From an optimization exercise on the open Yosys and OpenROAD flow, aimed at small area and a short achievable clock period; shortcuts taken in it are not production practice.
In this exercise RTL edits were held to simulation tests only and were not proved equivalent to the original.
Power is estimated from default activity; no workload was simulated.

== run A ==
==> flow/design.v (excerpt) <==
module residual_block (
    input clk,
    input rst,
    input start,
    output reg done,
    input  signed [127:0] input_tensor,
    input  [7:0]  conv1_weights_flat,
    input  [7:0]  conv1_bias_flat,
    input  [31:0] conv2_weights_flat,
    input  [7:0]  conv2_bias_flat,
    input  [7:0]  conv3_weights_flat,
    input  [7:0]  conv3_bias_flat,
    input  [7:0]  conv_shortcut_weights_flat,
    input  [7:0]  conv_shortcut_bias_flat,
    output reg signed [71:0] output_tensor
);
For scale: roughly 280 flip-flops.
clock: 10.0 ns
lec_check: 0
cap_margin: 20
core_margin: 2
core_utilization: 65
cts_cluster_diameter: 150
cts_cluster_size: 24
slew_margin: 20
synth_hierarchical: 1
standard.sh (not shown) runs the stock make flow with config.mk's settings and CLKGATE_MAP_FILE= SYNTH_SCRIPT=/design/flow/synth_recipe.tcl, a recipe that flattens the netlist after the stock synthesis.
==> flow/flow/run.sh <==
#!/bin/bash
set -euo pipefail
export BUFFER_PORTS_ARGS="-buffer_cell sky130_fd_sc_hd__buf_1"
export SETUP_SLACK_MARGIN=6.7
export TNS_END_PERCENT=0
bash standard.sh > standard_flow.log 2>&1
Run A reached the final stage; the timing, design-rule and antenna checks on its layout passed.
### run A -> run B
- CTS_CLUSTER_DIAMETER no longer set, was 150
- CORE_UTILIZATION now 40, was 65
- CTS_CLUSTER_SIZE no longer set, was 24
==> flow/flow/run.sh <==
#!/bin/bash
set -euo pipefail
export BUFFER_PORTS_ARGS="-buffer_cell sky130_fd_sc_hd__buf_1"
export SETUP_SLACK_MARGIN=6.7
bash standard.sh > standard_flow.log 2>&1
==> comparison <==
On clock transition at the registers of the reported paths: run B sits below run A. Setup WNS run A -> run B: better. Re remaining design rule violation count: no difference whatsoever between run A and run B.
Inputs modified between run B and run C:
- a change of CORE_UTILIZATION from 40 to 65
- an added CTS_CLUSTER_DIAMETER of 200
- an added CTS_CLUSTER_SIZE of 30
--- a/flow/flow/run.sh
+++ b/flow/flow/run.sh
@@ -3,3 +3,4 @@
 export BUFFER_PORTS_ARGS="-buffer_cell sky130_fd_sc_hd__buf_1"
 export SETUP_SLACK_MARGIN=6.7
+export TNS_END_PERCENT=0
 bash standard.sh > standard_flow.log 2>&1
### Flow results
- Looking only at part of the power in the clock network, and setting everything else aside, the higher value of run C and run B goes to run B.
- Run C did not stop at any stage, and its layout met the timing, design-rule and antenna checks.
- Every stage of the flow completed for run B, and the final layout passed the timing, design-rule and antenna checks.
- Taking run B as the reference, in run C cell area after placement now sits lower, power share of the combinational group now sits higher, power density relative to cell area now sits lower.
The inputs of run D differ from those of run C as listed below.
- CTS_CLUSTER_SIZE removed (was 30)
- CTS_CLUSTER_DIAMETER removed (was 200)
### Flow results
- Detailed route wirelength on metal2 for run D: 110 µm down relative to run C
- Fmax went down slightly going from run C to run D.
- Compared with run C, in run D area used by sequential logic in the layout held steady; final-layout clock-cell area share grew by 3.1 points; multi-input combinational cell count held steady; post-route worst setup slack shrank by 0.028 ns; count of clock-buffer cells in the layout grew by 80%.
- Relative to run C, final period utilization has increased by 0.28 points in run D.
- Run D vs run C: power density over the cells up by a few percent
- Comparing the two runs side by side, run D comes out behind run C on overall power.

========
## run 1
residual_block again, from the RTL that the note above started with.
Design residual_block, start of the top module:
module residual_block (
    input clk,
    input rst,
    input start,
    output reg done,
    input  signed [127:0] input_tensor,
    input  [7:0]  conv1_weights_flat,
    input  [7:0]  conv1_bias_flat,
    input  [31:0] conv2_weights_flat,
    input  [7:0]  conv2_bias_flat,
    input  [7:0]  conv3_weights_flat,
    input  [7:0]  conv3_bias_flat,
    input  [7:0]  conv_shortcut_weights_flat,
    input  [7:0]  conv_shortcut_bias_flat,
    output reg signed [71:0] output_tensor
);
Settings: LEC_CHECK=0, CAP_MARGIN=20, CORE_MARGIN=2, CORE_UTILIZATION=40, CTS_CLUSTER_DIAMETER=200, CTS_CLUSTER_SIZE=30, SLEW_MARGIN=20, SYNTH_HIERARCHICAL=1; clock period 10.0 ns.
==> flow/flow/run.sh <==
#!/bin/bash
set -euo pipefail
export BUFFER_PORTS_ARGS="-buffer_cell sky130_fd_sc_hd__buf_1"
export SETUP_SLACK_MARGIN=6.7
export TNS_END_PERCENT=0
bash standard.sh > standard_flow.log 2>&1
Run 1: full flow OK, the timing, design-rule and antenna checks passed
For run 2, these inputs were changed with respect to run 1:
diff --git a/flow/config.mk b/flow/config.mk
--- a/flow/config.mk
+++ b/flow/config.mk
@@ -11,2 +11,2 @@
-export CTS_CLUSTER_DIAMETER = 200
-export CTS_CLUSTER_SIZE = 30
+export CTS_CLUSTER_DIAMETER = 150
+export CTS_CLUSTER_SIZE = 24
==> run notes <==
Between run 1 and run 2, the met1 capacity usage during global routing does not differ in any meaningful way.
On run 2: number of gates resized after CTS is 1 lower than what run 1 gave.
Final critical-path share of the clock period of run 2 is on par with run 1.
Run 2 vs run 1 — synthesis-to-layout area growth rose 0.24 points.
Any difference in cell area after layout between run 2 and run 1 is small enough to ignore.
The static power due to leakage of run 1 and that of run 2 are within noise of each other.
Between run 2 and run 1, the overall track demand over capacity in global routing figures differ only marginally.
Proportion of cell area spent on the clock network ends up lower on run 1.
As far as number of register bits inferred by synthesis is concerned, run 2 and run 1 perform about the same.
Highest achievable clock rate of run 2 is on par with run 1.
Run 2 and run 1 ended up with nearly the same number of vias in the routed layout.
The inputs of run 3 differ from those of run 2 as listed below.
diff --git a/flow/config.mk b/flow/config.mk
--- a/flow/config.mk
+++ b/flow/config.mk
@@ -11,2 +10,0 @@
-export CTS_CLUSTER_DIAMETER = 150
-export CTS_CLUSTER_SIZE = 24
==> run notes <==
Via count of the first global-routing pass ends up higher on run 3.
Diff run 2 -> run 3 | clock buffer count in the final layout | increase of 120%
Run 3 vs run 2: combinational cell fraction of total power down
Delta (run 3 minus run 2): final design utilization grew by 1.5 points, count of placed standard cells in the final layout, fillers left out grew by 1.4%, power attributed to sequential cells held steady, register area held steady.
Share of cell area taken by flip-flops and latches is lower on run 3
Of run 2 and run 3, run 3 shows the higher register-to-register slack, with run 2 below it.
Looking at signal arrival time at the worst endpoint, run 3 sits 0.05 ns above run 2.
~same flop and latch count out of synthesis in run 2 and run 3
Edits applied to the flow inputs when going from run 3 to run 4:
diff --git a/flow/flow/run.sh b/flow/flow/run.sh
--- a/flow/flow/run.sh
+++ b/flow/flow/run.sh
@@ -4 +4 @@
-export SETUP_SLACK_MARGIN=6.7
+export SETUP_SLACK_MARGIN=6.85
diff --git a/flow/config.mk b/flow/config.mk
--- a/flow/config.mk
+++ b/flow/config.mk
@@ -10 +10,3 @@
-export CORE_UTILIZATION = 40
+export CORE_UTILIZATION = 65
+export CTS_CLUSTER_DIAMETER = 150
+export CTS_CLUSTER_SIZE = 24
--- outcome ---
Run 4 vs. run 3: design area went down by about 4.6%.
Summary of run 4 over run 3: cell count after placement went down by 9.0%; setup slack fell 0.062 ns; total of fill cells in the finished design now smaller; share of synthesized flip-flops with an asynchronous set or reset shows no meaningful change.
Between run 3 and run 4, multi-input gate share of total cell area is lower for run 3, run 4 comes in above that.
Normalized max-slew margin: run 4 better than run 3

## port drivers added, routing unchanged
How much do the figures lean on ideal ports? The routed layouts below were timed once more, with nothing changed but the port constraints.
Step 1 (the two cells are an assumption about what drives the block):
set clk [get_ports {clk}]
set_driving_cell -lib_cell sky130_fd_sc_hd__clkbuf_16 $clk
set_driving_cell -lib_cell sky130_fd_sc_hd__buf_2 [delete_from_list [all_inputs] $clk]
Step 2 times the ports against the registers' clock, not the clock port: input delays grow and output delays shrink by t, the midpoint of the rising clock arrivals with the driver on.
Three values: ideal, step 1, step 2; two values: the first two.
| run | shift t [ns] | setup slack, ns | worst hold slack (ns) | clock arrival spread, ns | cell pins on the clock port's net |
|---|---|---|---|---|---|
| run A | 0.540 | 6.613 / 6.613 / 6.321 | 0.364 / 0.364 / 0.364 | 0.021 / 0.021 | 1 |
| run B | 0.611 | 6.635 / 6.635 / 6.321 | 0.363 / 0.363 / 0.363 | 0.013 / 0.013 | 1 |
| run C | 0.549 | 6.608 / 6.608 / 6.337 | 0.368 / 0.368 / 0.368 | 0.030 / 0.031 | 1 |
| run D | 0.599 | 6.579 / 6.579 / 6.315 | 0.355 / 0.355 / 0.355 | 0.022 / 0.022 | 1 |
| run 1 | 0.550 | 6.589 / 6.589 / 6.347 | 0.392 / 0.392 / 0.392 | 0.033 / 0.033 | 1 |
| run 2 | 0.553 | 6.581 / 6.581 / 6.333 | 0.400 / 0.400 / 0.400 | 0.040 / 0.040 | 1 |
| run 3 | 0.611 | 6.607 / 6.607 / 6.321 | 0.362 / 0.362 / 0.362 | 0.013 / 0.013 | 1 |
| run 4 | 0.541 | 6.545 / 6.545 / 6.324 | 0.374 / 0.374 / 0.374 | 0.020 / 0.020 | 1 |
After both steps setup and hold are still met in every run listed. The setup slack of run B, which loses most, moves by 0.000 ns with the drivers and by -0.314 ns with both steps.
